From an optimization exercise on the open Yosys and OpenROAD flow, aimed at small area and a short achievable clock period; shortcuts taken in it are not production practice. At most, simulation tests tie the RTL to the original design; equivalence was not proved. For runs 2 and 3, only the layout was checked, not whether the RTL still works. Power is estimated from default activity; no workload was simulated.

==> flow/design.v, too long to show whole: its modules and the start of the top module <==
// module fp_mult: 2626 lines
// module fp_mult_fa: 4 lines
// module fp_mult_ha: 4 lines
module fp_mult(
input logic [31:0]    dataA,
input logic [31:0]    dataB,
input logic clock,
output logic [31:0]   result
);
  // ...
==> flow/run.sh <==
#!/bin/bash
# synth_recipe.tcl (not shown) runs the flow's synth.tcl, then flattens the netlist and writes it again
# the make line also repeats each setting of config.mk as NAME=value (left out here)
make -C /OpenROAD-flow-scripts/flow DESIGN_CONFIG=/design/flow/config.mk WORK_HOME=/design/flow/orfs CLKGATE_MAP_FILE= SYNTH_SCRIPT=/design/flow/synth_recipe.tcl finish
==> flow/config.mk <==
export PLATFORM = sky130hd
export DESIGN_NAME = fp_mult
export DESIGN_NICKNAME = fp_mult
export VERILOG_FILES = /design/flow/design.v
export SDC_FILE = /design/flow/constraint.sdc
export NUM_CORES = 4
export LEC_CHECK = 0
export CAP_MARGIN = 80
export CORE_MARGIN = 2
export CORE_UTILIZATION = 40
export SETUP_SLACK_MARGIN = 5
export SLEW_MARGIN = 80
export SYNTH_HIERARCHICAL = 1
==> flow/constraint.sdc <==
create_clock -name core_clock -period 9.0 [get_ports {clock}]
set_input_delay 1.8000 -clock core_clock [delete_from_list [all_inputs] [get_ports {clock}]]
set_output_delay 1.8000 -clock core_clock [all_outputs]
set_load 0.01 [all_outputs]
==> summary.md, run 1 <==
| Metric | Value |
|---|---|
| Outcome | complete, no violations |
| M2 GR Usage | 35.79% |
| Critical Path, Cell by Cell | ha_1 -> nand3_2 -> nor4_4 -> buf_2 -> buf_1 -> o211ai_1 -> buf_2 -> clkdlybuf4s25_1 -> a21oi_4 -> o31ai_4 -> clkbuf_2 -> or3_4 -> a31oi_4 -> buf_2 -> o21bai_4 -> clkbuf_4 -> o211ai_2 |
| Most used cell, CP | buf_2 |
| Fillers | 4082 |
| WL met3 | 5.211 mm |
| Tap cell count | 600 |
| Antenna-violating nets left | 0 |
| Setup CP Type | register to register |
| Biggest regs | result (32), ma (23), er2 (9) |
| Root buf cell | clkbuf_16 |
| Final Hold Vio Count | 0 |
| Area grow syn2layout | 20.10% |
| IO Count | 97 |
| Post-route cell area | 21780 um^2 |
| Final worst-path cycle share | 42.35% |
| Simple-gate share of the synthesized area | 5.360% |
| Post-synth top cells | xnor2_1, fa_1, a22oi_1, dfxtp_1, clkbuf_1 |
| # setup viols final | 0 |
| DR WL/cell | 23.00 um |
| DR DRC count | 0 |
| Die W | 216.9 um |
| CTS Sinks | 216 |
| Top-count cell post-synth | xnor2_1 |
| Vias in the first global route | 14310 |
| Net Sw Power | 3253 uW |
| Clock Power Share | 14.1% |
| Clock transition at path regs | 0.05 ns |
| Reg2Reg Depth | 17 |
| Leak | 0.008092 uW |
| Antenna Cells | 0 |
| Synth Area in Compound Gates | 16.21% |
| Busiest metal layer after global routing | met2 |
| Multi-input logic portion of the cell area | 61.25% |
| Final WS setup | 5.188 ns |
==> run 2, diff against run 1 <==
--- a/flow/design.v
+++ b/flow/design.v
@@ -1,106 +1,27 @@
 module fp_mult(
 input logic [31:0]    dataA,
 input logic [31:0]    dataB,
 input logic clock,
 output logic [31:0]   result
 );
-logic [22:0] ma;
-logic [7:0]  ea1, eb1;
-logic        sa1, sb1;
-logic bo0;
-logic bt0;
-logic bn0;
-logic bo1;
-logic bt1;
-logic bn1;
-logic bo2;
-logic bt2;
-logic bn2;
-logic bo3;
-logic bt3;
-logic bn3;
-logic bo4;
-logic bt4;
-logic bn4;
-logic bo5;
-logic bt5;
-logic bn5;
-logic bo6;
-logic bt6;
-logic bn6;
-logic bo7;
-logic bt7;
-logic bn7;
-logic bo8;
-logic bt8;
-logic bn8;
-logic bo9;
-logic bt9;
-logic bn9;
-logic bo10;
-logic bt10;
-logic bn10;
-logic bo11;
-logic bt11;
-always_ff @(posedge clock) begin
-    ma  <= dataA[22:0];
-    ea1 <= dataA[30:23];
-    eb1 <= dataB[30:23];
-    sa1 <= dataA[31];
-    sb1 <= dataB[31];
-    bo0 <= dataB[0];
-    bt0 <= (dataB[1] & ~dataB[0]);
-    bn0 <= dataB[1];
-    bo1 <= (dataB[2] ^ dataB[1]);
-    bt1 <= ((dataB[3] & ~dataB[2] & ~dataB[1]) | (~dataB[3] & dataB[2] & dataB[1]));
-    bn1 <= dataB[3];
-    bo2 <= (dataB[4] ^ dataB[3]);
-    bt2 <= ((dataB[5] & ~dataB[4] & ~dataB[3]) | (~dataB[5] & dataB[4] & dataB[3]));
-    bn2 <= dataB[5];
-    bo3 <= (dataB[6] ^ dataB[5]);
-    bt3 <= ((dataB[7] & ~dataB[6] & ~dataB[5]) | (~dataB[7] & dataB[6] & dataB[5]));
-    bn3 <= dataB[7];
-    bo4 <= (dataB[8] ^ dataB[7]);
-    bt4 <= ((dataB[9] & ~dataB[8] & ~dataB[7]) | (~dataB[9] & dataB[8] & dataB[7]));
-    bn4 <= dataB[9];
-    bo5 <= (dataB[10] ^ dataB[9]);
-    bt5 <= ((dataB[11] & ~dataB[10] & ~dataB[9]) | (~dataB[11] & dataB[10] & dataB[9]));
-    bn5 <= dataB[11];
-    bo6 <= (dataB[12] ^ dataB[11]);
-    bt6 <= ((dataB[13] & ~dataB[12] & ~dataB[11]) | (~dataB[13] & dataB[12] & dataB[11]));
-    bn6 <= dataB[13];
-    bo7 <= (dataB[14] ^ dataB[13]);
-    bt7 <= ((dataB[15] & ~dataB[14] & ~dataB[13]) | (~dataB[15] & dataB[14] & dataB[13]));
-    bn7 <= dataB[15];
-    bo8 <= (dataB[16] ^ dataB[15]);
-    bt8 <= ((dataB[17] & ~dataB[16] & ~dataB[15]) | (~dataB[17] & dataB[16] & dataB[15]));
-    bn8 <= dataB[17];
-    bo9 <= (dataB[18] ^ dataB[17]);
-    bt9 <= ((dataB[19] & ~dataB[18] & ~dataB[17]) | (~dataB[19] & dataB[18] & dataB[17]));
-    bn9 <= dataB[19];
-    bo10 <= (dataB[20] ^ dataB[19]);
-    bt10 <= ((dataB[21] & ~dataB[20] & ~dataB[19]) | (~dataB[21] & dataB[20] & dataB[19]));
-    bn10 <= dataB[21];
-    bo11 <= (dataB[22] ^ dataB[21]);
-    bt11 <= (~dataB[22] & ~dataB[21]);
-end
 logic a_ff, b_ff, a_zero, b_zero, a_small, b_small, a_mz, b_mz;
-assign a_ff = &ea1;
-assign b_ff = &eb1;
-assign a_mz = ~|ma;
-assign b_mz = ~|{bo0, bo1, bo2, bo3, bo4, bo5, bo6, bo7, bo8, bo9, bo10, bo11, bn0, bn1, bn2, bn3, bn4, bn5, bn6, bn7, bn8, bn9, bn10};
-assign a_zero = a_mz & ~|ea1 & ~sa1;
-assign b_zero = b_mz & ~|eb1 & ~sb1;
-assign a_small = ~&ea1[7:1] | (~ea1[0] & a_mz);
-assign b_small = ~&eb1[7:1] | (~eb1[0] & b_mz);
+assign a_ff = &dataA[30:23];
+assign b_ff = &dataB[30:23];
+assign a_mz = ~|dataA[22:0];
+assign b_mz = ~|dataB[22:0];
+assign a_zero = a_mz & ~|dataA[31:23];
+assign b_zero = b_mz & ~|dataB[31:23];
+assign a_small = ~&dataA[30:24] | ~|dataA[23:0];
+assign b_small = ~&dataB[30:24] | ~|dataB[23:0];
 logic sp_any, sp_inf;
 assign sp_any = a_ff | b_ff;
 assign sp_inf = (a_ff & a_mz & ~b_zero & b_small) | (b_ff & b_mz & ~a_zero & a_small);
+logic [7:0] ea1, eb1;
 logic [8:0] ex, er;
 wire g1248;
 wire g1249;
 wire g1250;
 wire g1251;
 wire g1252;
 wire g1253;
 wire g1254;
@@ -180,16 +101,97 @@
 assign sum1285 = (p1259 ^ gg1272);
 assign sum1286 = (p1260 ^ gg1273);
 assign sum1287 = (p1261 ^ gg1278);
 assign sum1288 = (p1262 ^ gg1279);
 assign sum1289 = (p1263 ^ gg1280);
 assign sum1290 = gg1281;
 assign ex = {sum1290, sum1289, sum1288, sum1287, sum1286, sum1285, sum1284, sum1283, sum1282};
 assign er = {~(ex[8] ^ ex[7]), ~ex[7], ex[6:0]};
+logic [22:0] ma;
+logic        s1, nan1, inf1, zero1;
+logic bo0;
+logic bt0;
+logic bn0;
+logic bo1;
+logic bt1;
+logic bn1;
+logic bo2;
+logic bt2;
+logic bn2;
+logic bo3;
+logic bt3;
+logic bn3;
+logic bo4;
+logic bt4;
+logic bn4;
+logic bo5;
+logic bt5;
+logic bn5;
+logic bo6;
+logic bt6;
+logic bn6;
+logic bo7;
+logic bt7;
+logic bn7;
+logic bo8;
+logic bt8;
+logic bn8;
+logic bo9;
+logic bt9;
+logic bn9;
+logic bo10;
+logic bt10;
+logic bn10;
+logic bo11;
+logic bt11;
+always_ff @(posedge clock) begin
+    ma    <= dataA[22:0];
+    s1    <= dataA[31] ^ dataB[31];
+    nan1  <= sp_any & ~sp_inf;
+    inf1  <= sp_any & sp_inf;
+    zero1 <= ~sp_any & (a_zero | b_zero);    
+    ea1   <= dataA[30:23];
+    eb1   <= dataB[30:23];
+    bo0 <= dataB[0];
+    bt0 <= (dataB[1] & ~dataB[0]);
+    bn0 <= dataB[1];
+    bo1 <= (dataB[2] ^ dataB[1]);
+    bt1 <= ((dataB[3] & ~dataB[2] & ~dataB[1]) | (~dataB[3] & dataB[2] & dataB[1]));
+    bn1 <= dataB[3];
+    bo2 <= (dataB[4] ^ dataB[3]);
+    bt2 <= ((dataB[5] & ~dataB[4] & ~dataB[3]) | (~dataB[5] & dataB[4] & dataB[3]));
+    bn2 <= dataB[5];
+    bo3 <= (dataB[6] ^ dataB[5]);
+    bt3 <= ((dataB[7] & ~dataB[6] & ~dataB[5]) | (~dataB[7] & dataB[6] & dataB[5]));
+    bn3 <= dataB[7];
+    bo4 <= (dataB[8] ^ dataB[7]);
+    bt4 <= ((dataB[9] & ~dataB[8] & ~dataB[7]) | (~dataB[9] & dataB[8] & dataB[7]));
+    bn4 <= dataB[9];
+    bo5 <= (dataB[10] ^ dataB[9]);
+    bt5 <= ((dataB[11] & ~dataB[10] & ~dataB[9]) | (~dataB[11] & dataB[10] & dataB[9]));
+    bn5 <= dataB[11];
+    bo6 <= (dataB[12] ^ dataB[11]);
+    bt6 <= ((dataB[13] & ~dataB[12] & ~dataB[11]) | (~dataB[13] & dataB[12] & dataB[11]));
+    bn6 <= dataB[13];
+    bo7 <= (dataB[14] ^ dataB[13]);
+    bt7 <= ((dataB[15] & ~dataB[14] & ~dataB[13]) | (~dataB[15] & dataB[14] & dataB[13]));
+    bn7 <= dataB[15];
+    bo8 <= (dataB[16] ^ dataB[15]);
+    bt8 <= ((dataB[17] & ~dataB[16] & ~dataB[15]) | (~dataB[17] & dataB[16] & dataB[15]));
+    bn8 <= dataB[17];
+    bo9 <= (dataB[18] ^ dataB[17]);
+    bt9 <= ((dataB[19] & ~dataB[18] & ~dataB[17]) | (~dataB[19] & dataB[18] & dataB[17]));
+    bn9 <= dataB[19];
+    bo10 <= (dataB[20] ^ dataB[19]);
+    bt10 <= ((dataB[21] & ~dataB[20] & ~dataB[19]) | (~dataB[21] & dataB[20] & dataB[19]));
+    bn10 <= dataB[21];
+    bo11 <= (dataB[22] ^ dataB[21]);
+    bt11 <= (~dataB[22] & ~dataB[21]);
+end
 wire pp0_0_1;
 wire pp0_1_2;
 wire pp0_2_3;
 wire pp0_3_4;
 wire pp0_4_5;
 wire pp0_5_6;
 wire pp0_6_7;
 wire pp0_7_8;
@@ -1432,106 +1434,149 @@
 wire sum1245;
 wire sum1246;
 wire sum1247;
 logic r2_0_0;
 logic r2_0_1;
 logic r2_1_0;
 logic r2_2_0;
 logic r2_2_1;
+logic r2_2_2;
 logic r2_3_0;
 logic r2_3_1;
 logic r2_4_0;
 logic r2_4_1;
+logic r2_4_2;
 logic r2_5_0;
 logic r2_5_1;
+logic r2_5_2;
 logic r2_6_0;
 logic r2_6_1;
+logic r2_6_2;
 logic r2_7_0;
 logic r2_7_1;
+logic r2_7_2;
 logic r2_8_0;
 logic r2_8_1;
+logic r2_8_2;
 logic r2_9_0;
 logic r2_9_1;
+logic r2_9_2;
 logic r2_10_0;
 logic r2_10_1;
+logic r2_10_2;
 logic r2_11_0;
 logic r2_11_1;
+logic r2_11_2;
 logic r2_12_0;
 logic r2_12_1;
+logic r2_12_2;
 logic r2_13_0;
 logic r2_13_1;
+logic r2_13_2;
 logic r2_14_0;
 logic r2_14_1;
+logic r2_14_2;
 logic r2_15_0;
 logic r2_15_1;
+logic r2_15_2;
 logic r2_16_0;
 logic r2_16_1;
+logic r2_16_2;
 logic r2_17_0;
 logic r2_17_1;
+logic r2_17_2;
 logic r2_18_0;
 logic r2_18_1;
+logic r2_18_2;
 logic r2_19_0;
 logic r2_19_1;
+logic r2_19_2;
 logic r2_20_0;
 logic r2_20_1;
+logic r2_20_2;
 logic r2_21_0;
 logic r2_21_1;
+logic r2_21_2;
 logic r2_22_0;
 logic r2_22_1;
+logic r2_22_2;
 logic r2_23_0;
 logic r2_23_1;
+logic r2_23_2;
 logic r2_24_0;
 logic r2_24_1;
+logic r2_24_2;
 logic r2_25_0;
 logic r2_25_1;
+logic r2_25_2;
 logic r2_26_0;
 logic r2_26_1;
+logic r2_26_2;
 logic r2_27_0;
 logic r2_27_1;
+logic r2_27_2;
 logic r2_28_0;
 logic r2_28_1;
+logic r2_28_2;
 logic r2_29_0;
 logic r2_29_1;
+logic r2_29_2;
 logic r2_30_0;
 logic r2_30_1;
+logic r2_30_2;
 logic r2_31_0;
 logic r2_31_1;
+logic r2_31_2;
 logic r2_32_0;
 logic r2_32_1;
+logic r2_32_2;
 logic r2_33_0;
 logic r2_33_1;
+logic r2_33_2;
 logic r2_34_0;
 logic r2_34_1;
+logic r2_34_2;
 logic r2_35_0;
 logic r2_35_1;
+logic r2_35_2;
 logic r2_36_0;
 logic r2_36_1;
+logic r2_36_2;
 logic r2_37_0;
 logic r2_37_1;
+logic r2_37_2;
 logic r2_38_0;
 logic r2_38_1;
+logic r2_38_2;
 logic r2_39_0;
 logic r2_39_1;
+logic r2_39_2;
 logic r2_40_0;
 logic r2_40_1;
+logic r2_40_2;
 logic r2_41_0;
 logic r2_41_1;
+logic r2_41_2;
 logic r2_42_0;
 logic r2_42_1;
+logic r2_42_2;
 logic r2_43_0;
 logic r2_43_1;
+logic r2_43_2;
 logic r2_44_0;
 logic r2_44_1;
+logic r2_44_2;
 logic r2_45_0;
 logic r2_45_1;
+logic r2_45_2;
 logic r2_46_0;
 logic r2_46_1;
+logic r2_46_2;
 logic r2_47_0;
-logic r2_47_1;
 assign pp0_0_1 = ((bo0 & ma[0]) ^ bn0);
 assign pp0_1_2 = (((bo0 & ma[1]) | (bt0 & ma[0])) ^ bn0);
 assign pp0_2_3 = (((bo0 & ma[2]) | (bt0 & ma[1])) ^ bn0);
 assign pp0_3_4 = (((bo0 & ma[3]) | (bt0 & ma[2])) ^ bn0);
 assign pp0_4_5 = (((bo0 & ma[4]) | (bt0 & ma[3])) ^ bn0);
 assign pp0_5_6 = (((bo0 & ma[5]) | (bt0 & ma[4])) ^ bn0);
 assign pp0_6_7 = (((bo0 & ma[6]) | (bt0 & ma[5])) ^ bn0);
 assign pp0_7_8 = (((bo0 & ma[7]) | (bt0 & ma[6])) ^ bn0);
@@ -2109,156 +2154,156 @@
 fp_mult_fa u_s811 (.a(s723), .b(c720), .c(c722), .s(s811), .co(c812));
 fp_mult_fa u_s813 (.a(c724), .b(s727), .c(c726), .s(s813), .co(c814));
 fp_mult_fa u_s815 (.a(c728), .b(s731), .c(c730), .s(s815), .co(c816));
 fp_mult_fa u_s817 (.a(c732), .b(s735), .c(s737), .s(s817), .co(c818));
 fp_mult_fa u_s819 (.a(k345), .b(c736), .c(c738), .s(s819), .co(c820));
 fp_mult_fa u_s821 (.a(pp12_19_331), .b(pp9_24_259), .c(c740), .s(s821), .co(c822));
 fp_mult_fa u_s823 (.a(pp11_22_309), .b(pp12_20_332), .c(k346), .s(s823), .co(c824));
 fp_mult_fa u_s825 (.a(nn286), .b(pp11_23_310), .c(pp12_21_333), .s(s825), .co(c826));
-fp_mult_ha u_s827 (.a(bn1), .b(pp0_2_3), .s(s827), .co(c828));
-fp_mult_ha u_s829 (.a(pp0_3_4), .b(pp1_1_28), .s(s829), .co(c830));
-fp_mult_fa u_s831 (.a(pp1_2_29), .b(pp2_0_53), .c(s743), .s(s831), .co(c832));
-fp_mult_fa u_s833 (.a(pp2_1_54), .b(c744), .c(s745), .s(s833), .co(c834));
-fp_mult_fa u_s835 (.a(c746), .b(s599), .c(s747), .s(s835), .co(c836));
-fp_mult_fa u_s837 (.a(s601), .b(c748), .c(s749), .s(s837), .co(c838));
-fp_mult_fa u_s839 (.a(s603), .b(c750), .c(s751), .s(s839), .co(c840));
-fp_mult_fa u_s841 (.a(s607), .b(c752), .c(s753), .s(s841), .co(c842));
-fp_mult_fa u_s843 (.a(c754), .b(s613), .c(s755), .s(s843), .co(c844));
-fp_mult_fa u_s845 (.a(s617), .b(c756), .c(s757), .s(s845), .co(c846));
-fp_mult_fa u_s847 (.a(s621), .b(c758), .c(s759), .s(s847), .co(c848));
-fp_mult_fa u_s849 (.a(s625), .b(c760), .c(s761), .s(s849), .co(c850));
-fp_mult_fa u_s851 (.a(s629), .b(c762), .c(s763), .s(s851), .co(c852));
-fp_mult_fa u_s853 (.a(s633), .b(c764), .c(s765), .s(s853), .co(c854));
-fp_mult_fa u_s855 (.a(c766), .b(s637), .c(s767), .s(s855), .co(c856));
-fp_mult_fa u_s857 (.a(c768), .b(s641), .c(s769), .s(s857), .co(c858));
-fp_mult_fa u_s859 (.a(s645), .b(c770), .c(s771), .s(s859), .co(c860));
-fp_mult_fa u_s861 (.a(s649), .b(c772), .c(s773), .s(s861), .co(c862));
-fp_mult_fa u_s863 (.a(s653), .b(c774), .c(s775), .s(s863), .co(c864));
-fp_mult_fa u_s865 (.a(s657), .b(c776), .c(s777), .s(s865), .co(c866));
-fp_mult_fa u_s867 (.a(s661), .b(c778), .c(s779), .s(s867), .co(c868));
-fp_mult_fa u_s869 (.a(s665), .b(c780), .c(s781), .s(s869), .co(c870));
-fp_mult_fa u_s871 (.a(s669), .b(c782), .c(s783), .s(s871), .co(c872));
-fp_mult_fa u_s873 (.a(s673), .b(c784), .c(s785), .s(s873), .co(c874));
-fp_mult_fa u_s875 (.a(s677), .b(c786), .c(s787), .s(s875), .co(c876));
-fp_mult_fa u_s877 (.a(s681), .b(c788), .c(s789), .s(s877), .co(c878));
-fp_mult_fa u_s879 (.a(s685), .b(c790), .c(s791), .s(s879), .co(c880));
-fp_mult_fa u_s881 (.a(s689), .b(c792), .c(s793), .s(s881), .co(c882));
-fp_mult_fa u_s883 (.a(s693), .b(c794), .c(s795), .s(s883), .co(c884));
-fp_mult_fa u_s885 (.a(s697), .b(c796), .c(s797), .s(s885), .co(c886));
-fp_mult_fa u_s887 (.a(s701), .b(c798), .c(s799), .s(s887), .co(c888));
-fp_mult_fa u_s889 (.a(s705), .b(c800), .c(s801), .s(s889), .co(c890));
-fp_mult_fa u_s891 (.a(s709), .b(c802), .c(s803), .s(s891), .co(c892));
-fp_mult_fa u_s893 (.a(s713), .b(c804), .c(s805), .s(s893), .co(c894));
-fp_mult_fa u_s895 (.a(c714), .b(s807), .c(c806), .s(s895), .co(c896));
-fp_mult_fa u_s897 (.a(s721), .b(c808), .c(s809), .s(s897), .co(c898));
-fp_mult_fa u_s899 (.a(s725), .b(c810), .c(s811), .s(s899), .co(c900));
-fp_mult_fa u_s901 (.a(s729), .b(c812), .c(s813), .s(s901), .co(c902));
-fp_mult_fa u_s903 (.a(s733), .b(c814), .c(s815), .s(s903), .co(c904));
-fp_mult_fa u_s905 (.a(c734), .b(s817), .c(c816), .s(s905), .co(c906));
-fp_mult_fa u_s907 (.a(s739), .b(c818), .c(s819), .s(s907), .co(c908));
-fp_mult_fa u_s909 (.a(s741), .b(c820), .c(s821), .s(s909), .co(c910));
-fp_mult_fa u_s911 (.a(c742), .b(s823), .c(c822), .s(s911), .co(c912));
-fp_mult_fa u_s913 (.a(pp10_24_285), .b(c824), .c(s825), .s(s913), .co(c914));
-fp_mult_fa u_s915 (.a(pp12_22_334), .b(k347), .c(c826), .s(s915), .co(c916));
+fp_mult_ha u_s827 (.a(r2_2_0), .b(r2_2_1), .s(s827), .co(c828));
+fp_mult_ha u_s829 (.a(r2_3_0), .b(r2_3_1), .s(s829), .co(c830));
+fp_mult_fa u_s831 (.a(r2_4_0), .b(r2_4_1), .c(r2_4_2), .s(s831), .co(c832));
+fp_mult_fa u_s833 (.a(r2_5_0), .b(r2_5_1), .c(r2_5_2), .s(s833), .co(c834));
+fp_mult_fa u_s835 (.a(r2_6_0), .b(r2_6_1), .c(r2_6_2), .s(s835), .co(c836));
+fp_mult_fa u_s837 (.a(r2_7_0), .b(r2_7_1), .c(r2_7_2), .s(s837), .co(c838));
+fp_mult_fa u_s839 (.a(r2_8_0), .b(r2_8_1), .c(r2_8_2), .s(s839), .co(c840));
+fp_mult_fa u_s841 (.a(r2_9_0), .b(r2_9_1), .c(r2_9_2), .s(s841), .co(c842));
+fp_mult_fa u_s843 (.a(r2_10_0), .b(r2_10_1), .c(r2_10_2), .s(s843), .co(c844));
+fp_mult_fa u_s845 (.a(r2_11_0), .b(r2_11_1), .c(r2_11_2), .s(s845), .co(c846));
+fp_mult_fa u_s847 (.a(r2_12_0), .b(r2_12_1), .c(r2_12_2), .s(s847), .co(c848));
+fp_mult_fa u_s849 (.a(r2_13_0), .b(r2_13_1), .c(r2_13_2), .s(s849), .co(c850));
+fp_mult_fa u_s851 (.a(r2_14_0), .b(r2_14_1), .c(r2_14_2), .s(s851), .co(c852));
+fp_mult_fa u_s853 (.a(r2_15_0), .b(r2_15_1), .c(r2_15_2), .s(s853), .co(c854));
+fp_mult_fa u_s855 (.a(r2_16_0), .b(r2_16_1), .c(r2_16_2), .s(s855), .co(c856));
+fp_mult_fa u_s857 (.a(r2_17_0), .b(r2_17_1), .c(r2_17_2), .s(s857), .co(c858));
+fp_mult_fa u_s859 (.a(r2_18_0), .b(r2_18_1), .c(r2_18_2), .s(s859), .co(c860));
+fp_mult_fa u_s861 (.a(r2_19_0), .b(r2_19_1), .c(r2_19_2), .s(s861), .co(c862));
+fp_mult_fa u_s863 (.a(r2_20_0), .b(r2_20_1), .c(r2_20_2), .s(s863), .co(c864));
+fp_mult_fa u_s865 (.a(r2_21_0), .b(r2_21_1), .c(r2_21_2), .s(s865), .co(c866));
+fp_mult_fa u_s867 (.a(r2_22_0), .b(r2_22_1), .c(r2_22_2), .s(s867), .co(c868));
+fp_mult_fa u_s869 (.a(r2_23_0), .b(r2_23_1), .c(r2_23_2), .s(s869), .co(c870));
+fp_mult_fa u_s871 (.a(r2_24_0), .b(r2_24_1), .c(r2_24_2), .s(s871), .co(c872));
+fp_mult_fa u_s873 (.a(r2_25_0), .b(r2_25_1), .c(r2_25_2), .s(s873), .co(c874));
+fp_mult_fa u_s875 (.a(r2_26_0), .b(r2_26_1), .c(r2_26_2), .s(s875), .co(c876));
+fp_mult_fa u_s877 (.a(r2_27_0), .b(r2_27_1), .c(r2_27_2), .s(s877), .co(c878));
+fp_mult_fa u_s879 (.a(r2_28_0), .b(r2_28_1), .c(r2_28_2), .s(s879), .co(c880));
+fp_mult_fa u_s881 (.a(r2_29_0), .b(r2_29_1), .c(r2_29_2), .s(s881), .co(c882));
+fp_mult_fa u_s883 (.a(r2_30_0), .b(r2_30_1), .c(r2_30_2), .s(s883), .co(c884));
+fp_mult_fa u_s885 (.a(r2_31_0), .b(r2_31_1), .c(r2_31_2), .s(s885), .co(c886));
+fp_mult_fa u_s887 (.a(r2_32_0), .b(r2_32_1), .c(r2_32_2), .s(s887), .co(c888));
+fp_mult_fa u_s889 (.a(r2_33_0), .b(r2_33_1), .c(r2_33_2), .s(s889), .co(c890));
+fp_mult_fa u_s891 (.a(r2_34_0), .b(r2_34_1), .c(r2_34_2), .s(s891), .co(c892));
+fp_mult_fa u_s893 (.a(r2_35_0), .b(r2_35_1), .c(r2_35_2), .s(s893), .co(c894));
+fp_mult_fa u_s895 (.a(r2_36_0), .b(r2_36_1), .c(r2_36_2), .s(s895), .co(c896));
+fp_mult_fa u_s897 (.a(r2_37_0), .b(r2_37_1), .c(r2_37_2), .s(s897), .co(c898));
+fp_mult_fa u_s899 (.a(r2_38_0), .b(r2_38_1), .c(r2_38_2), .s(s899), .co(c900));
+fp_mult_fa u_s901 (.a(r2_39_0), .b(r2_39_1), .c(r2_39_2), .s(s901), .co(c902));
+fp_mult_fa u_s903 (.a(r2_40_0), .b(r2_40_1), .c(r2_40_2), .s(s903), .co(c904));
+fp_mult_fa u_s905 (.a(r2_41_0), .b(r2_41_1), .c(r2_41_2), .s(s905), .co(c906));
+fp_mult_fa u_s907 (.a(r2_42_0), .b(r2_42_1), .c(r2_42_2), .s(s907), .co(c908));
+fp_mult_fa u_s909 (.a(r2_43_0), .b(r2_43_1), .c(r2_43_2), .s(s909), .co(c910));
+fp_mult_fa u_s911 (.a(r2_44_0), .b(r2_44_1), .c(r2_44_2), .s(s911), .co(c912));
+fp_mult_fa u_s913 (.a(r2_45_0), .b(r2_45_1), .c(r2_45_2), .s(s913), .co(c914));
+fp_mult_fa u_s915 (.a(r2_46_0), .b(r2_46_1), .c(r2_46_2), .s(s915), .co(c916));
 assign g917 = (r2_0_0 & r2_0_1);
-assign g918 = (r2_2_0 & r2_2_1);
-assign g919 = (r2_3_0 & r2_3_1);
-assign g920 = (r2_4_0 & r2_4_1);
-assign g921 = (r2_5_0 & r2_5_1);
-assign g922 = (r2_6_0 & r2_6_1);
-assign g923 = (r2_7_0 & r2_7_1);
-assign g924 = (r2_8_0 & r2_8_1);
-assign g925 = (r2_9_0 & r2_9_1);
-assign g926 = (r2_10_0 & r2_10_1);
-assign g927 = (r2_11_0 & r2_11_1);
-assign g928 = (r2_12_0 & r2_12_1);
-assign g929 = (r2_13_0 & r2_13_1);
-assign g930 = (r2_14_0 & r2_14_1);
-assign g931 = (r2_15_0 & r2_15_1);
-assign g932 = (r2_16_0 & r2_16_1);
-assign g933 = (r2_17_0 & r2_17_1);
-assign g934 = (r2_18_0 & r2_18_1);
-assign g935 = (r2_19_0 & r2_19_1);
-assign g936 = (r2_20_0 & r2_20_1);
-assign g937 = (r2_21_0 & r2_21_1);
-assign g938 = (r2_22_0 & r2_22_1);
-assign g939 = (r2_23_0 & r2_23_1);
-assign g940 = (r2_24_0 & r2_24_1);
-assign g941 = (r2_25_0 & r2_25_1);
-assign g942 = (r2_26_0 & r2_26_1);
-assign g943 = (r2_27_0 & r2_27_1);
-assign g944 = (r2_28_0 & r2_28_1);
-assign g945 = (r2_29_0 & r2_29_1);
-assign g946 = (r2_30_0 & r2_30_1);
-assign g947 = (r2_31_0 & r2_31_1);
-assign g948 = (r2_32_0 & r2_32_1);
-assign g949 = (r2_33_0 & r2_33_1);
-assign g950 = (r2_34_0 & r2_34_1);
-assign g951 = (r2_35_0 & r2_35_1);
-assign g952 = (r2_36_0 & r2_36_1);
-assign g953 = (r2_37_0 & r2_37_1);
-assign g954 = (r2_38_0 & r2_38_1);
-assign g955 = (r2_39_0 & r2_39_1);
-assign g956 = (r2_40_0 & r2_40_1);
-assign g957 = (r2_41_0 & r2_41_1);
-assign g958 = (r2_42_0 & r2_42_1);
-assign g959 = (r2_43_0 & r2_43_1);
-assign g960 = (r2_44_0 & r2_44_1);
-assign g961 = (r2_45_0 & r2_45_1);
-assign g962 = (r2_46_0 & r2_46_1);
-assign g963 = (r2_47_0 & r2_47_1);
+assign g918 = (s827 & r2_2_2);
+assign g919 = (c828 & s829);
+assign g920 = (c830 & s831);
+assign g921 = (c832 & s833);
+assign g922 = (c834 & s835);
+assign g923 = (c836 & s837);
+assign g924 = (c838 & s839);
+assign g925 = (c840 & s841);
+assign g926 = (c842 & s843);
+assign g927 = (c844 & s845);
+assign g928 = (c846 & s847);
+assign g929 = (c848 & s849);
+assign g930 = (c850 & s851);
+assign g931 = (c852 & s853);
+assign g932 = (c854 & s855);
+assign g933 = (c856 & s857);
+assign g934 = (c858 & s859);
+assign g935 = (c860 & s861);
+assign g936 = (c862 & s863);
+assign g937 = (c864 & s865);
+assign g938 = (c866 & s867);
+assign g939 = (c868 & s869);
+assign g940 = (c870 & s871);
+assign g941 = (c872 & s873);
+assign g942 = (c874 & s875);
+assign g943 = (c876 & s877);
+assign g944 = (c878 & s879);
+assign g945 = (c880 & s881);
+assign g946 = (c882 & s883);
+assign g947 = (c884 & s885);
+assign g948 = (c886 & s887);
+assign g949 = (c888 & s889);
+assign g950 = (c890 & s891);
+assign g951 = (c892 & s893);
+assign g952 = (c894 & s895);
+assign g953 = (c896 & s897);
+assign g954 = (c898 & s899);
+assign g955 = (c900 & s901);
+assign g956 = (c902 & s903);
+assign g957 = (c904 & s905);
+assign g958 = (c906 & s907);
+assign g959 = (c908 & s909);
+assign g960 = (c910 & s911);
+assign g961 = (c912 & s913);
+assign g962 = (c914 & s915);
+assign g963 = (c916 & r2_47_0);
 assign p964 = (r2_0_0 ^ r2_0_1);
 assign p965 = r2_1_0;
-assign p966 = (r2_2_0 ^ r2_2_1);
-assign p967 = (r2_3_0 ^ r2_3_1);
-assign p968 = (r2_4_0 ^ r2_4_1);
-assign p969 = (r2_5_0 ^ r2_5_1);
-assign p970 = (r2_6_0 ^ r2_6_1);
-assign p971 = (r2_7_0 ^ r2_7_1);
-assign p972 = (r2_8_0 ^ r2_8_1);
-assign p973 = (r2_9_0 ^ r2_9_1);
-assign p974 = (r2_10_0 ^ r2_10_1);
-assign p975 = (r2_11_0 ^ r2_11_1);
-assign p976 = (r2_12_0 ^ r2_12_1);
-assign p977 = (r2_13_0 ^ r2_13_1);
-assign p978 = (r2_14_0 ^ r2_14_1);
-assign p979 = (r2_15_0 ^ r2_15_1);
-assign p980 = (r2_16_0 ^ r2_16_1);
-assign p981 = (r2_17_0 ^ r2_17_1);
-assign p982 = (r2_18_0 ^ r2_18_1);
-assign p983 = (r2_19_0 ^ r2_19_1);
-assign p984 = (r2_20_0 ^ r2_20_1);
-assign p985 = (r2_21_0 ^ r2_21_1);
-assign p986 = (r2_22_0 ^ r2_22_1);
-assign p987 = (r2_23_0 ^ r2_23_1);
-assign p988 = (r2_24_0 ^ r2_24_1);
-assign p989 = (r2_25_0 ^ r2_25_1);
-assign p990 = (r2_26_0 ^ r2_26_1);
-assign p991 = (r2_27_0 ^ r2_27_1);
-assign p992 = (r2_28_0 ^ r2_28_1);
-assign p993 = (r2_29_0 ^ r2_29_1);
-assign p994 = (r2_30_0 ^ r2_30_1);
-assign p995 = (r2_31_0 ^ r2_31_1);
-assign p996 = (r2_32_0 ^ r2_32_1);
-assign p997 = (r2_33_0 ^ r2_33_1);
-assign p998 = (r2_34_0 ^ r2_34_1);
-assign p999 = (r2_35_0 ^ r2_35_1);
-assign p1000 = (r2_36_0 ^ r2_36_1);
-assign p1001 = (r2_37_0 ^ r2_37_1);
-assign p1002 = (r2_38_0 ^ r2_38_1);
-assign p1003 = (r2_39_0 ^ r2_39_1);
-assign p1004 = (r2_40_0 ^ r2_40_1);
-assign p1005 = (r2_41_0 ^ r2_41_1);
-assign p1006 = (r2_42_0 ^ r2_42_1);
-assign p1007 = (r2_43_0 ^ r2_43_1);
-assign p1008 = (r2_44_0 ^ r2_44_1);
-assign p1009 = (r2_45_0 ^ r2_45_1);
-assign p1010 = (r2_46_0 ^ r2_46_1);
-assign p1011 = (r2_47_0 ^ r2_47_1);
+assign p966 = (s827 ^ r2_2_2);
+assign p967 = (c828 ^ s829);
+assign p968 = (c830 ^ s831);
+assign p969 = (c832 ^ s833);
+assign p970 = (c834 ^ s835);
+assign p971 = (c836 ^ s837);
+assign p972 = (c838 ^ s839);
+assign p973 = (c840 ^ s841);
+assign p974 = (c842 ^ s843);
+assign p975 = (c844 ^ s845);
+assign p976 = (c846 ^ s847);
+assign p977 = (c848 ^ s849);
+assign p978 = (c850 ^ s851);
+assign p979 = (c852 ^ s853);
+assign p980 = (c854 ^ s855);
+assign p981 = (c856 ^ s857);
+assign p982 = (c858 ^ s859);
+assign p983 = (c860 ^ s861);
+assign p984 = (c862 ^ s863);
+assign p985 = (c864 ^ s865);
+assign p986 = (c866 ^ s867);
+assign p987 = (c868 ^ s869);
+assign p988 = (c870 ^ s871);
+assign p989 = (c872 ^ s873);
+assign p990 = (c874 ^ s875);
+assign p991 = (c876 ^ s877);
+assign p992 = (c878 ^ s879);
+assign p993 = (c880 ^ s881);
+assign p994 = (c882 ^ s883);
+assign p995 = (c884 ^ s885);
+assign p996 = (c886 ^ s887);
+assign p997 = (c888 ^ s889);
+assign p998 = (c890 ^ s891);
+assign p999 = (c892 ^ s893);
+assign p1000 = (c894 ^ s895);
+assign p1001 = (c896 ^ s897);
+assign p1002 = (c898 ^ s899);
+assign p1003 = (c900 ^ s901);
+assign p1004 = (c902 ^ s903);
+assign p1005 = (c904 ^ s905);
+assign p1006 = (c906 ^ s907);
+assign p1007 = (c908 ^ s909);
+assign p1008 = (c910 ^ s911);
+assign p1009 = (c912 ^ s913);
+assign p1010 = (c914 ^ s915);
+assign p1011 = (c916 ^ r2_47_0);
 assign g1012 = g917;
 assign gg1013 = (p965 & g1012);
 assign gg1014 = (g919 | (p967 & g918));
 assign pp1015 = (p967 & p966);
 assign gg1016 = (g921 | (p969 & g920));
 assign pp1017 = (p969 & p968);
 assign gg1018 = (g923 | (p971 & g922));
 assign pp1019 = (p971 & p970);
@@ -2488,116 +2533,159 @@
 assign sum1243 = (p1007 ^ gg1216);
 assign sum1244 = (p1008 ^ gg1217);
 assign sum1245 = (p1009 ^ gg1218);
 assign sum1246 = (p1010 ^ gg1219);
 assign sum1247 = (p1011 ^ gg1220);
 logic s2, nan2, inf2, zero2;
 logic [8:0] er2;
 always_ff @(posedge clock) begin
-    s2    <= sa1 ^ sb1;
-    nan2  <= sp_any & ~sp_inf;
-    inf2  <= sp_any & sp_inf;
-    zero2 <= ~sp_any & (a_zero | b_zero);    
+    s2    <= s1;
+    nan2  <= nan1;
+    inf2  <= inf1;
+    zero2 <= zero1;
     er2   <= er;
     r2_0_0 <= bn0;
     r2_0_1 <= pp0_0_1;
     r2_1_0 <= pp0_1_2;
-    r2_2_0 <= s827;
-    r2_2_1 <= pp1_0_27;
-    r2_3_0 <= c828;
-    r2_3_1 <= s829;
-    r2_4_0 <= c830;
-    r2_4_1 <= s831;
-    r2_5_0 <= c832;
-    r2_5_1 <= s833;
-    r2_6_0 <= c834;
-    r2_6_1 <= s835;
-    r2_7_0 <= c836;
-    r2_7_1 <= s837;
-    r2_8_0 <= c838;
-    r2_8_1 <= s839;
-    r2_9_0 <= c840;
-    r2_9_1 <= s841;
-    r2_10_0 <= c842;
-    r2_10_1 <= s843;
-    r2_11_0 <= c844;
-    r2_11_1 <= s845;
-    r2_12_0 <= c846;
-    r2_12_1 <= s847;
-    r2_13_0 <= c848;
-    r2_13_1 <= s849;
-    r2_14_0 <= c850;
-    r2_14_1 <= s851;
-    r2_15_0 <= c852;
-    r2_15_1 <= s853;
-    r2_16_0 <= c854;
-    r2_16_1 <= s855;
-    r2_17_0 <= c856;
-    r2_17_1 <= s857;
-    r2_18_0 <= c858;
-    r2_18_1 <= s859;
-    r2_19_0 <= c860;
-    r2_19_1 <= s861;
-    r2_20_0 <= c862;
-    r2_20_1 <= s863;
-    r2_21_0 <= c864;
-    r2_21_1 <= s865;
-    r2_22_0 <= c866;
-    r2_22_1 <= s867;
-    r2_23_0 <= c868;
-    r2_23_1 <= s869;
-    r2_24_0 <= c870;
-    r2_24_1 <= s871;
-    r2_25_0 <= c872;
-    r2_25_1 <= s873;
-    r2_26_0 <= c874;
-    r2_26_1 <= s875;
-    r2_27_0 <= c876;
-    r2_27_1 <= s877;
-    r2_28_0 <= c878;
-    r2_28_1 <= s879;
-    r2_29_0 <= c880;
-    r2_29_1 <= s881;
-    r2_30_0 <= c882;
-    r2_30_1 <= s883;
-    r2_31_0 <= c884;
-    r2_31_1 <= s885;
-    r2_32_0 <= c886;
-    r2_32_1 <= s887;
-    r2_33_0 <= c888;
-    r2_33_1 <= s889;
-    r2_34_0 <= c890;
-    r2_34_1 <= s891;
-    r2_35_0 <= c892;
-    r2_35_1 <= s893;
-    r2_36_0 <= c894;
-    r2_36_1 <= s895;
-    r2_37_0 <= c896;
-    r2_37_1 <= s897;
-    r2_38_0 <= c898;
-    r2_38_1 <= s899;
-    r2_39_0 <= c900;
-    r2_39_1 <= s901;
-    r2_40_0 <= c902;
-    r2_40_1 <= s903;
-    r2_41_0 <= c904;
-    r2_41_1 <= s905;
-    r2_42_0 <= c906;
-    r2_42_1 <= s907;
-    r2_43_0 <= c908;
-    r2_43_1 <= s909;
-    r2_44_0 <= c910;
-    r2_44_1 <= s911;
-    r2_45_0 <= c912;
-    r2_45_1 <= s913;
-    r2_46_0 <= c914;
-    r2_46_1 <= s915;
-    r2_47_0 <= c916;
-    r2_47_1 <= k348;
+    r2_2_0 <= bn1;
+    r2_2_1 <= pp0_2_3;
+    r2_2_2 <= pp1_0_27;
+    r2_3_0 <= pp0_3_4;
+    r2_3_1 <= pp1_1_28;
+    r2_4_0 <= s743;
+    r2_4_1 <= pp1_2_29;
+    r2_4_2 <= pp2_0_53;
+    r2_5_0 <= c744;
+    r2_5_1 <= s745;
+    r2_5_2 <= pp2_1_54;
+    r2_6_0 <= c746;
+    r2_6_1 <= s747;
+    r2_6_2 <= s599;
+    r2_7_0 <= c748;
+    r2_7_1 <= s749;
+    r2_7_2 <= s601;
+    r2_8_0 <= c750;
+    r2_8_1 <= s751;
+    r2_8_2 <= s603;
+    r2_9_0 <= c752;
+    r2_9_1 <= s753;
+    r2_9_2 <= s607;
+    r2_10_0 <= c754;
+    r2_10_1 <= s755;
+    r2_10_2 <= s613;
+    r2_11_0 <= c756;
+    r2_11_1 <= s757;
+    r2_11_2 <= s617;
+    r2_12_0 <= c758;
+    r2_12_1 <= s759;
+    r2_12_2 <= s621;
+    r2_13_0 <= c760;
+    r2_13_1 <= s761;
+    r2_13_2 <= s625;
+    r2_14_0 <= c762;
+    r2_14_1 <= s763;
+    r2_14_2 <= s629;
+    r2_15_0 <= c764;
+    r2_15_1 <= s765;
+    r2_15_2 <= s633;
+    r2_16_0 <= c766;
+    r2_16_1 <= s767;
+    r2_16_2 <= s637;
+    r2_17_0 <= c768;
+    r2_17_1 <= s769;
+    r2_17_2 <= s641;
+    r2_18_0 <= c770;
+    r2_18_1 <= s771;
+    r2_18_2 <= s645;
+    r2_19_0 <= c772;
+    r2_19_1 <= s773;
+    r2_19_2 <= s649;
+    r2_20_0 <= c774;
+    r2_20_1 <= s775;
+    r2_20_2 <= s653;
+    r2_21_0 <= c776;
+    r2_21_1 <= s777;
+    r2_21_2 <= s657;
+    r2_22_0 <= c778;
+    r2_22_1 <= s779;
+    r2_22_2 <= s661;
+    r2_23_0 <= c780;
+    r2_23_1 <= s781;
+    r2_23_2 <= s665;
+    r2_24_0 <= c782;
+    r2_24_1 <= s783;
+    r2_24_2 <= s669;
+    r2_25_0 <= c784;
+    r2_25_1 <= s785;
+    r2_25_2 <= s673;
+    r2_26_0 <= c786;
+    r2_26_1 <= s787;
+    r2_26_2 <= s677;
+    r2_27_0 <= c788;
+    r2_27_1 <= s789;
+    r2_27_2 <= s681;
+    r2_28_0 <= c790;
+    r2_28_1 <= s791;
+    r2_28_2 <= s685;
+    r2_29_0 <= c792;
+    r2_29_1 <= s793;
+    r2_29_2 <= s689;
+    r2_30_0 <= c794;
+    r2_30_1 <= s795;
+    r2_30_2 <= s693;
+    r2_31_0 <= c796;
+    r2_31_1 <= s797;
+    r2_31_2 <= s697;
+    r2_32_0 <= c798;
+    r2_32_1 <= s799;
+    r2_32_2 <= s701;
+    r2_33_0 <= c800;
+    r2_33_1 <= s801;
+    r2_33_2 <= s705;
+    r2_34_0 <= c802;
+    r2_34_1 <= s803;
+    r2_34_2 <= s709;
+    r2_35_0 <= c804;
+    r2_35_1 <= s805;
+    r2_35_2 <= s713;
+    r2_36_0 <= c806;
+    r2_36_1 <= s807;
+    r2_36_2 <= c714;
+    r2_37_0 <= c808;
+    r2_37_1 <= s809;
+    r2_37_2 <= s721;
+    r2_38_0 <= c810;
+    r2_38_1 <= s811;
+    r2_38_2 <= s725;
+    r2_39_0 <= c812;
+    r2_39_1 <= s813;
+    r2_39_2 <= s729;
+    r2_40_0 <= c814;
+    r2_40_1 <= s815;
+    r2_40_2 <= s733;
+    r2_41_0 <= c816;
+    r2_41_1 <= s817;
+    r2_41_2 <= c734;
+    r2_42_0 <= c818;
+    r2_42_1 <= s819;
+    r2_42_2 <= s739;
+    r2_43_0 <= c820;
+    r2_43_1 <= s821;
+    r2_43_2 <= s741;
+    r2_44_0 <= c822;
+    r2_44_1 <= s823;
+    r2_44_2 <= c742;
+    r2_45_0 <= c824;
+    r2_45_1 <= s825;
+    r2_45_2 <= pp10_24_285;
+    r2_46_0 <= c826;
+    r2_46_1 <= pp12_22_334;
+    r2_46_2 <= k347;
+    r2_47_0 <= k348;
 end
 logic [47:22] p;
 assign p = {sum1247, sum1246, sum1245, sum1244, sum1243, sum1242, sum1241, sum1240, sum1239, sum1238, sum1237, sum1236, sum1235, sum1234, sum1233, sum1232, sum1231, sum1230, sum1229, sum1228, sum1227, sum1226, sum1225, sum1224, sum1223, sum1222};
 logic [8:0] er2i;
 assign er2i[0] = ~er2[0];
 genvar k;
 generate for (k = 1; k < 9; k = k + 1) begin : inc
     assign er2i[k] = er2[k] ^ (&er2[k-1:0]);
==> flow/config.mk (replaced) <==
export PLATFORM = sky130hd
export DESIGN_NAME = fp_mult
export DESIGN_NICKNAME = fp_mult
export VERILOG_FILES = /design/flow/design.v
export SDC_FILE = /design/flow/constraint.sdc
export NUM_CORES = 4
export LEC_CHECK = 0
export CAP_MARGIN = 20
export CORE_MARGIN = 2
export CORE_UTILIZATION = 40
export SETUP_SLACK_MARGIN = 5
export SLEW_MARGIN = 20
export SYNTH_HIERARCHICAL = 1
==> summary.md, run 2 <==
| Metric | Value |
|---|---|
| Outcome | complete, no violations |
| Worst Path Arrival | 4.34 ns |
| Peak VDD IR | 0.2270 mV |
| Post-Syn Area | 18930 um^2 |
| Critical Path, Cell by Cell | fa_1 -> ha_1 -> nand4_1 -> nor4_4 -> a211oi_2 -> a21oi_2 -> or3_1 -> fa_1 -> xnor2_1 -> or4_1 -> a21oi_1 |
| DR DRC count | 0 (unchanged) |
| Final slew viol count | 0 |
| Commonest cells after routing, fill and taps aside | xnor2_1, fa_1, a22oi_1, dfxtp_1, clkdlybuf4s50_1 |
| Initial DRC count | 1228 |
| Clock Path Buffers | 3 |
| Post-DP HPWL | 35.69 mm |
| Worst path slowest cell | fa_1 |
| Setup_tns | 0 ns |
| Reg2Reg Depth | 11 (-6) |
| Final nets | 2130 |
| Die ar. | 49070 um^2 |
| Synth cell types | 68 |
| Largest register by flop count | result |
| Final worst-path cycle share | 42.75% (+0.39 points) |
| Slew headroom | 27.28% |
| Non-Filler Instances | 2351 |
| Fin Clk Skew | 0.02909 ns |
| Power density over the cells | 398.2 nW/um^2 |
| Most used cell, CP | fa_1 |
| Flop2flop setup slack | 5.15 ns |
| Setup CP Type | register to register |
| DR WL/cell | 23.77 um (+3.4%) |
| Root buf cell | clkbuf_16 |
| Placeable Area | 46650 um^2 |
| First-pass GRT wire length | 86.65 mm |
| Post-synth top area share | 28.24% |
| Part of the power in registers | 20.8% |
| Worst Hold End | s2 |
| Total CTS buffers | 31 |
| Starting Density | 40.57% |
| Total routed wirelength | 55.89 mm |
| RePlAce Congestion | 0.8346 |
| DR vias | 13800 |
| Max cap viols | 0 |
| Post-synth EDFFs | 0 |
| Antenna-violating nets left | 0 (unchanged) |
| Largest net degree at the start of global routing | 31 |
| Post-synth top cells | xnor2_1, fa_1, a22oi_1, dfxtp_1, clkbuf_1 |
| Max FFs per register | 32 |
| Synth area leader | fa_1 |
| Hold Crit Class | register to register |
| Via/cell ratio | 5.868 |
| Gr usage total | 22.70% |
| Post-Syn Instances | 1671 |
| Critical R2R Launch | r2_16_0 |
| Biggest regs | result (32), ma (23), er2 (9) |
| Cell total after placement | 2293 |
| Worst Tran Pin Value | 1.089 ns |
| Register area share after synthesis | 27.50% |
| Setup repair after global routing missed its margin | no |
| Vias in the first global route | 15060 (+5.2%) |
| Comb power frac | 63.3% |
| Tmin final | 3.847 ns |
| CTS tree | done |
| Internal | 4814 uW |
| Data required, critical path | 9.50 ns |
| Initial DRT Pass Iterations | 18 |
| # H-tree levels | 1 |
| Total global routing overflow | 0 |
| IO Count | 97 (unchanged) |
| Clock Latency Late Sink | 0.58 ns |
| RR Endpoint | result[10] |
| Syn. warnings | 7 |
| Top-count cell post-synth | xnor2_1 |
| Hold path depth | 0 |
| Area grow syn2layout | 14.63% |
| # rows | 79 |
| # setup viols final | 0 (unchanged) |
| CTS Sinks | 260 (+20%) |
| Clock Power Share | 15.9% (+1.8 points) |
| Slowest cell delay on critical path | 0.52 ns |
| Net Sw Power | 3824 uW (+18%) |
| CP Launch Type | register |
| Final Hold Vio Count | 0 (unchanged) |
| Top_reg_cell synth | dfxtp_1 |
| Share of cells above drive strength 1 | 8.372% |
| Most common cell after layout, fill and taps aside | xnor2_1 |
| Hold Crit Start | s1 |
| Die height | 221.5 um |
| Ys async rst share | 0% |
| Synth area leaders | fa_1, dfxtp_1, xnor2_1, a22oi_1, ha_1 |
| Die W | 221.5 um (+2.1%) |
| Critical path capture point type | register |
| Fmax | 0.2599 GHz |
| I/O Buffers | 96 |
| Initial antenna violation count | 1 |
| Clock transition at path regs | 0.06 ns (about the same) |
| Critical path fanouts, max | 4 |
| Mean Syn Cell Area | 11.33 um^2 |
| Antenna Cells | 0 (unchanged) |
| Leak | 0.008202 uW (+1.4%) |
| Sw frac | 44.27% |
| Mapped Nets | 2080 |
| Register bit total from synthesis | 260 |
[run 2: cell count changes after synthesis, sizes merged, moves of 2 or more]
cell / delta
buf: -6
clkbuf: -29
dfxtp: +44
inv: +2
nand2b: +2
nand3: +2
nor3: -3
nor4: +2
o21ai: +2
or3: -2
[run 2: routing by layer]
metal / share of wire (%) / GRT usage [%] / up-vias
met5: 0.032 / 0 / -
met4: 3.2 / 8.522 / 2
met3: 9.8 / 5.195 / 145
met2: 46 / 37.02 / 824
met1: 41 / 29.49 / 6924
li1: - / - / 5900
[run 2: metrics by stage]
| step | util (%) | hold WS [ns] | power (uW) | cell area (um^2) | setup WS (ns) |
|---|---|---|---|---|---|
| after floorplan | - | 0.3096 | 5571 | 18930 | 5.711 |
| after global placement | 43.97 | 0.3173 | 7110 | 20510 | 4.567 |
| after detailed placement | 43.98 | 0.3143 | 7219 | 20520 | 4.556 |
| after CTS | 46.45 | 0.3355 | 8655 | 21670 | 5.109 |
| after global routing | 46.50 | 0.3414 | 9365 | 21690 | 5.060 |
| final | 46.50 | 0.3297 | 8638 | 21690 | 5.153 |
[run 2: cell type report]
class	instances	area, um^2
Tap cell	607	759.5
Fill cell	4287	24960
Inverter	39	146.4
Sequential cell	260	5211
Clock inverter	15	250.2
Clock buffer	41	883.3
Timing Repair Buffer	150	1366
Multi-Input combinational cell	1239	13080
[run 2: logic make-up (layout without fill, tap and decap cells)]
family | Yosys count | in the layout | synth area share, %
AO/OA/AOI/OAI | 395 | 395 | 15.61
buffers and inverters | 173 | 245 | 3.570
flip-flops | 260 | 260 | 27.50
multiplexers | 5 | 5 | 0.2711
AND/OR/NAND/NOR | 180 | 181 | 5.183
adder cells (fa/ha/maj) | 344 | 344 | 33.33
XOR/XNOR | 314 | 314 | 14.53
[run 2: power by group through the flow]
stage	logic [uW]	registers, uW	clock network (uW)
finish	5470	1790	1370
global route	6090	1830	1440
CTS	5460	1800	1400
detailed placement	5390	1820	0
global placement	5300	1810	0
floorplan	3760	1810	0
[run 2: what timing repair did]
| action | 4_1_cts | 5_1_grt |
|---|---|---|
| gates resized for setup | 1 | 2 |
| hold buffers | 0 | 0 |
| setup buffers | 1 | 0 |
| gates cloned | 1 | 0 |
| pin swaps | 2 | 0 |
| endpoints found under the setup margin | 15 | 3 |
[run 2: modules after synthesis (local to each module, per instance)]
module | flops+latches | cells inside | cell area (um^2)
fp_mult | 260 | 1387 | 13400
fp_mult_fa | 0 | 1 | 20.02
fp_mult_ha | 0 | 1 | 12.51
[run 2: worst max path at each step]
| stage | start | to | slack (ns) |
|---|---|---|---|
| 2_1_floorplan | bn6 | r2_25_1 | 5.71 |
| 3_3_place_gp | dataA[16] | nan1 | 4.57 |
| 3_5_place_dp | dataA[16] | nan1 | 4.56 |
| 4_1_cts | r2_21_0 | result[14] | 5.11 |
| 5_1_grt | r2_21_0 | result[14] | 5.06 |
| 6_report | r2_16_0 | result[10] | 5.15 |
[run 2: worst max-delay path, delay by kind of cell, from the launching register on]
family                     cells  cell delay [ns]
adders and majority gates      3             1.27
and+or+nand+nor                4             1.17
AOI/OAI and AO/OA              3             0.74
DFF                            1             0.33
xor gates and xnor gates       1             0.25
==> run 3, diff against run 2 <==
--- a/flow/config.mk
+++ b/flow/config.mk
@@ -8,6 +8,5 @@
 export CAP_MARGIN = 20
 export CORE_MARGIN = 2
 export CORE_UTILIZATION = 40
-export SETUP_SLACK_MARGIN = 5
 export SLEW_MARGIN = 20
 export SYNTH_HIERARCHICAL = 1
==> summary.md, run 3 <==
| Metric | Value |
|---|---|
| # rows | 79 (unchanged) |
| Gr usage total | 22.64% (-0.061 points) |
| Slew headroom | 29.24% (+2.0 points) |
| DR DRC count | 0 (unchanged) |
| DR WL/cell | 23.75 um (-0.11%) |
| Top_reg_cell synth | dfxtp_1 |
| Post-synth EDFFs | 0 (unchanged) |
| Mean Syn Cell Area | 11.33 um^2 (unchanged) |
| Leak | 0.008184 uW (-0.21%) |
| Vias in the first global route | 15030 (-0.18%) |
| Worst Path Arrival | 4.69 ns (+0.35 ns) |
| Final Hold Vio Count | 0 (unchanged) |
| Post-CTS Hold Fix Bufs | 0 (unchanged) |
| Biggest regs | result (32), ma (23), er2 (9) |
| Register area share after synthesis | 27.50% (unchanged) |
| Total CTS buffers | 31 (unchanged) |
| Postcts setup bufs | 0 (-1) |
| Die W | 221.5 um (unchanged) |
| Clock transition at path regs | 0.06 ns (about the same) |
| Post-Syn Instances | 1671 (unchanged) |
| Post-route cell area | 21660 um^2 (-0.16%) |
| Post-Syn Area | 18930 um^2 (unchanged) |
| CTS Sinks | 260 (unchanged) |
| Share of cells above drive strength 1 | 8.152% (-0.22 points) |
| Max cap viols | 0 (unchanged) |
| Root buf cell | clkbuf_16 |
| Initial DRC count | 1225 (-0.24%) |
| Top-count cell post-synth | xnor2_1 |
| Data required, critical path | 9.50 ns (about the same) |
| Total routed wirelength | 55.78 mm (-0.19%) |
| Fillers | 4291 (+0.093%) |
| Commonest cells after routing, fill and taps aside | xnor2_1, fa_1, a22oi_1, dfxtp_1, clkdlybuf4s50_1 |
| Antenna Cells | 0 (unchanged) |
| Post-Place Setup Slack | 4.556 ns (unchanged) |
| Area grow syn2layout | 14.45% |
| Setup CP Type | register to register |
| Setup_tns | 0 ns (unchanged) |
| Syn. warnings | 7 (unchanged) |
| IO Count | 97 (unchanged) |
| # H-tree levels | 1 (unchanged) |
| CP Launch Type | register |
| Antenna-violating nets left | 0 (unchanged) |
| Largest register by flop count | result |
| Final nets | 2128 (-0.094%) |
| Register bit total from synthesis | 260 (unchanged) |
| First-pass GRT wire length | 86.41 mm (-0.28%) |
| Final hold slack | 0.3297 ns (+0.000009000 ns) |
| Placeable Area | 46650 um^2 (unchanged) |
| Fmax | 0.2386 GHz (-8.2%) |
| Area after DPL | 20520 um^2 (unchanged) |
| Post-DP HPWL | 35.69 mm (unchanged) |
| Final slew viol count | 0 (unchanged) |
| Largest net degree at the start of global routing | 34 (+9.7%) |
| I/O Buffers | 96 (unchanged) |
| Worst Tran Pin Value | 1.060 ns (-0.02944 ns) |
| Final worst-path cycle share | 46.57% (+3.8 points) |
| # setup viols final | 0 (unchanged) |
| DR vias | 13810 (+0.087%) |
| Initial antenna violation count | 1 (unchanged) |
| Fin Clk Skew | 0.03123 ns (+0.002141 ns) |
| Synth area leader | fa_1 |
| Outcome | complete, no violations |
| Starting Density | 40.57% (unchanged) |
| Via/cell ratio | 5.878 (+0.17%) |
| Post-synth top cells | xnor2_1, fa_1, a22oi_1, dfxtp_1, clkbuf_1 |
| Final cell utilization of the core | 46.43% (-0.072 points) |
| Most common cell after layout, fill and taps aside | xnor2_1 |
| Total global routing overflow | 0 (unchanged) |
| Critical path capture point type | register |
| Synth area leaders | fa_1, dfxtp_1, xnor2_1, a22oi_1, ha_1 |
| Critical path fanouts, max | 33 (+29) |
| Post_cts resized | 0 (-1) |
| Die ar. | 49070 um^2 (unchanged) |
| Final WS setup | 4.808 ns (-0.3441 ns) |
| Peak VDD IR | 0.2294 mV (+1.1%) |
| Initial DRT Pass Iterations | 17 (-1) |
| Post-synth top area share | 28.24% (unchanged) |
| Hold Crit Class | register to register |
| Clock Path Buffers | 3 (unchanged) |
| Tmin final | 4.192 ns (+0.3441 ns) |
| Ys async rst share | 0% (unchanged) |
| Synth cell types | 68 (unchanged) |
| Die height | 221.5 um (unchanged) |
| Max FFs per register | 32 (unchanged) |
| CTS tree | done |
| Power density over the cells | 397.9 nW/um^2 (about the same) |
| Setup repair after global routing missed its margin | no |
| Clock Latency Late Sink | 0.59 ns (about the same) |
| RePlAce Congestion | 0.8346 (unchanged) |
| Mapped Nets | 2080 (unchanged) |
-- run 3: cell counts after synthesis --
No cell type changed its count.
-- run 3: worst max-delay path, stage by stage (launching register included) --
cell	delay, ns
dfxtp_1	0.33
fa_1	0.52
ha_1	0.32
nand4_1	0.17
nor4_2	0.08
a211oi_1	0.64
a21oi_2	0.20
o31ai_4	0.50
or3_4	0.26
nand3_4	0.31
or4_1	0.61
a21oi_1	0.15
-- run 3: logic make-up (layout without fill, tap and decap cells) --
kind of cell               after synthesis  after routing  share of synthesized area, %
AOI/OAI and AO/OA                      395            395                         15.61
xor gates and xnor gates               314            314                         14.53
adders and majority gates              344            344                         33.33
buffers and inverters                  173            244                         3.570
DFF                                    260            260                         27.50
muxes                                    5              5                        0.2711
and+or+nand+nor                        180            180                         5.183
-- run 3: metrics by stage --
step                      instances  power [uW]
final                          2349        8619
after detailed placement       2293        7219
after CTS                      2349        8637
after floorplan                1671        5571
after global routing           2349        9334
after global placement         2293        7110
-- run 3: power by group --
part | internal [uW] | leakage, uW | switching (uW)
Combinational | 2350 | 0.00545 | 3100
Sequential | 1600 | 0.00219 | 196
Clock | 861 | 0.000548 | 514
Total | 4810 | 0.00818 | 3810
-- run 3: cell type report --
type | count | area, um^2 | area share, %
Timing Repair Buffer | 149 | 1359 | 6.273
Clock inverter | 15 | 250.2 | 1.155
Clock buffer | 41 | 883.3 | 4.078
Inverter | 39 | 146.4 | 0.6758
Multi-Input combinational cell | 1238 | 13050 | 60.25
Sequential cell | 260 | 5211 | 24.06
Tap cell | 607 | 759.5 | 3.506
-- run 3: path summary, 6_finish.rpt --
path	slack [ns]	endpoint	cells past startpoint	startpoint
worst min register to register	0.33	s2	0	s1
worst max register to register	4.81	result[14]	11	r2_16_0
worst min-delay path	0.33	s2	0	s1
worst max-delay path	4.81	result[14]	11	r2_16_0
-- run 3: Yosys stat by module, one instance, submodules excluded --
module / flops+latches / area, um^2 / cells inside
fp_mult_ha: 0 / 12.51 / 1
fp_mult: 260 / 13400 / 1387
fp_mult_fa: 0 / 20.02 / 1
-- run 3: layer usage --
layer  global-route usage (%)  part of all wire, %
met4                    8.609                  3.6
met1                    29.36                   41
met2                    36.93                   46
met5                        0                0.032
met3                    5.182                  9.7

re-timing with driven ports:
Ports are ideal in the flow. The routed layouts listed here were re-timed in OpenROAD.
Step 1 assumes that a clkbuf_16 drives the clock port and a buf_2 every other input.
Step 2 moves the port delays by t, midway between the first and last clock arrival at a register: inputs arrive t later, outputs are due t later. That takes back most of the time a late clock gives input paths.
a / b / c = ideal ports / drivers / drivers and shift; a / b = the first two.
run | t, ns | setup slack, ns | worst setup path at the end
run 1 | 0.623 | 5.188 / 5.188 / 5.188 | register to register
run 2 | 0.621 | 5.153 / 5.153 / 4.574 | input to register
run 3 | 0.623 | 4.808 / 4.808 / 4.577 | input to register
After both steps every run listed still meets setup and hold. The setup slack of run 2, which loses most, moves by 0.000 ns with the drivers and by -0.579 ns with both steps.
